This is an optimization exercise on Yosys and OpenROAD, whose aim is small area, a short achievable clock period and few clock cycles per item, not a production implementation. In this exercise RTL edits were held to simulation tests only and were not proved equivalent to the original.

## snitch_shared_muldiv
module snitch_shared_muldiv #(
  parameter int unsigned IdWidth = 8,
  parameter int unsigned DataWidth = 32
) (
  input  logic                 clk_i,
  input  logic                 rst_ni,
  input  logic [31:0]          acc_qaddr_i,   
  input  logic [IdWidth-1:0]   acc_qid_i,
  input  logic [31:0]          acc_qdata_op_i,   
  input  logic [DataWidth-1:0] acc_qdata_arga_i,
  input  logic [DataWidth-1:0] acc_qdata_argb_i,
  input  logic [DataWidth-1:0] acc_qdata_argc_i,
  input  logic                 acc_qvalid_i,
  output logic                 acc_qready_o,
  output logic [DataWidth-1:0] acc_pdata_o,
  output logic [IdWidth-1:0]   acc_pid_o,
  output logic                 acc_perror_o,
  output logic                 acc_pvalid_o,
  input  logic                 acc_pready_i
);
clock: 11.0 ns
lec_check: 0
abc_area: 1
cap_margin: 20
core_margin: 2
core_utilization: 40
setup_slack_margin: 5
slew_margin: 20
run.sh (not shown) runs the stock make flow with config.mk's settings and CLKGATE_MAP_FILE= SYNTH_SCRIPT=/design/flow/synth_recipe.tcl, a recipe that flattens the netlist after the stock synthesis.
Testbench counts at the start, summed over its fixed seeds: cycles 60,134, ops 8,000.
Edit:
ABC_AREA = not set   (was 1)
Effect:
- wire length drops by 3.7%
- design area increases by 1.9%
- clock skew came out higher by 0.0062 ns
- area after synthesis went up by 3.2%
Edit:
ABC_AREA = 1   (was not set)
SETUP_SLACK_MARGIN = 4.5   (was 5)
Outcome: The changed run completed with no timing, DRC or antenna violations; worst setup slack gains 0.012 ns; sequential share of layout area goes up by 0.42 points; via count stays flat; cell count goes up by about 9%; core utilization goes up by 0.19 points; register-to-register slack loses 0.06 ns; design area goes down by about 2.3%.

Setup of maple:
Starting RTL as in the previous note.
==> flow/design.v (excerpt) <==
module snitch_shared_muldiv #(
  parameter int unsigned IdWidth = 8,
  parameter int unsigned DataWidth = 32
) (
  input  logic                 clk_i,
  input  logic                 rst_ni,
  input  logic [31:0]          acc_qaddr_i,   
  input  logic [IdWidth-1:0]   acc_qid_i,
  input  logic [31:0]          acc_qdata_op_i,   
  input  logic [DataWidth-1:0] acc_qdata_arga_i,
  input  logic [DataWidth-1:0] acc_qdata_argb_i,
  input  logic [DataWidth-1:0] acc_qdata_argc_i,
  input  logic                 acc_qvalid_i,
  output logic                 acc_qready_o,
  output logic [DataWidth-1:0] acc_pdata_o,
  output logic [IdWidth-1:0]   acc_pid_o,
  output logic                 acc_perror_o,
  output logic                 acc_pvalid_o,
  input  logic                 acc_pready_i
);
  logic st_nega_q, st_norm_q, st_shift_q, st_dstep_q, st_mstep_q, st_fix_q, st_done_q;
  logic        ovalid_q;
  logic [31:0] odata_q;
  logic [IdWidth-1:0] oid_q;
  logic        out_free;
  assign out_free = ~ovalid_q | acc_pready_i;
  logic idle;
  assign idle = ~(st_nega_q | st_norm_q | st_shift_q | st_dstep_q | st_mstep_q |
                  st_fix_q | (st_done_q & ~out_free));
  logic [2:0] f3;
  assign f3 = acc_qdata_op_i[14:12];
  logic in_div, in_sdiv, in_negA, in_negB;
  assign in_div  = f3[2];
  assign in_sdiv = f3[2] & ~f3[0];                         
  assign in_negA = in_sdiv & acc_qdata_arga_i[31];
  assign in_negB = in_sdiv & acc_qdata_argb_i[31];
  logic div_q, rem_q, negA_q, negB_q, sa_q, sb_q, outh_q, bzero_q, xtra_q, mext_q;
  logic [IdWidth-1:0] id_q;
  logic [33:0] H_q;    
  ...
==> flow/config.mk <==
export PLATFORM = sky130hd
export DESIGN_NAME = snitch_shared_muldiv
export DESIGN_NICKNAME = snitch_shared_muldiv
export VERILOG_FILES = /design/flow/design.v
export SDC_FILE = /design/flow/constraint.sdc
export NUM_CORES = 4
export LEC_CHECK = 0
export ABC_AREA = 1
export CAP_MARGIN = 20
export CORE_MARGIN = 2
export CORE_UTILIZATION = 40
export SETUP_SLACK_MARGIN = 5
export SLEW_MARGIN = 20
==> flow/constraint.sdc <==
create_clock -name core_clock -period 11.0 [get_ports {clk_i}]
set_input_delay 2.2000 -clock core_clock [delete_from_list [all_inputs] [get_ports {clk_i}]]
set_output_delay 2.2000 -clock core_clock [all_outputs]
set_load 0.01 [all_outputs]
standard.sh (not shown) runs the stock make flow with config.mk's settings and CLKGATE_MAP_FILE= SYNTH_SCRIPT=/design/flow/synth_recipe.tcl, a recipe that flattens the netlist after the stock synthesis.
==> flow/flow/run.sh <==
#!/bin/bash
set -e
sed 's/SETUP_SLACK_MARGIN=[0-9.]*/SETUP_SLACK_MARGIN=5.5/' standard.sh > standard_m.sh
bash standard_m.sh > standard.log 2>&1
maple did not stop at any stage, and its layout met the timing, design-rule and antenna checks.
Testbench counts of maple, summed over its fixed seeds: cycles 60,134, ops 8,000.
#### Input delta (quartz over maple)
==> flow/run.sh (new file) <==
#!/bin/bash
# synth_recipe.tcl (not shown) runs the flow's synth.tcl, then flattens the netlist and writes it again
# the make line also repeats each setting of config.mk as NAME=value (left out here)
make -C /OpenROAD-flow-scripts/flow DESIGN_CONFIG=/design/flow/config.mk WORK_HOME=/design/flow/orfs CLKGATE_MAP_FILE= SYNTH_SCRIPT=/design/flow/synth_recipe.tcl finish
diff --git a/flow/config.mk b/flow/config.mk
--- a/flow/config.mk
+++ b/flow/config.mk
@@ -10,3 +10,3 @@
 export CORE_MARGIN = 2
-export CORE_UTILIZATION = 40
+export CORE_UTILIZATION = 55
 export SETUP_SLACK_MARGIN = 5
removed: flow/flow/run.sh
removed: flow/standard.sh
==> run summary <==
Going from maple to quartz, number of gates resized after cts shrinks by 30.
Diff maple -> quartz | flip-flop and latch share of the layout cell area | increase of 1.2 points
The average wire per cell in the routed design of quartz falls short of that of maple by about 4.6%.
Changes observed in quartz relative to maple: count of placed standard cells in the final layout, fillers left out went down about 6.4%.
Comparing maple and quartz, the lower overall die height is on quartz.
Summary of quartz over maple: inserted tap cell count went down 159, routed length on met1 lost about 20%.

## port drivers added, routing unchanged
How much do the figures lean on ideal ports? The routed layouts below were timed once more, with nothing changed but the port constraints.
Step 1, drivers: a clkbuf_16 drives clk_i and a buf_2 each remaining input, both assumed.
Step 2, shift: input delay + t, output delay - t, t = (earliest + latest rising clock arrival at the registers) / 2. This alone moves slack from input paths to output paths.
Three values: ideal ports, drivers, drivers and shift; two values: the first two.
| run | shift t [ns] | setup slack, ns | hold WS [ns] | worst setup path at the end | clock arrival spread, ns |
|---|---|---|---|---|---|
| the first run of note 1 | 0.556 | 5.138 / 5.127 / 5.127 | 0.422 / 0.422 / 0.422 | input to output | 0.020 / 0.020 |
| the second run of note 1 | 0.532 | 5.095 / 5.071 / 5.071 | 0.422 / 0.422 / 0.422 | input to output | 0.025 / 0.025 |
| the third run of note 1 | 0.562 | 5.108 / 5.108 / 5.108 | 0.424 / 0.424 / 0.424 | register to register | 0.027 / 0.027 |
| maple | 0.555 | 5.587 / 5.560 / 5.358 | 0.422 / 0.422 / 0.422 | input to register | 0.015 / 0.015 |
| quartz | 0.530 | 5.106 / 5.106 / 5.106 | 0.420 / 0.420 / 0.420 | register to register | 0.020 / 0.020 |
After both steps setup and hold are still met in every run listed. For maple, which loses most, drivers alone change the setup slack by -0.027 ns; drivers and shift together by -0.229 ns.
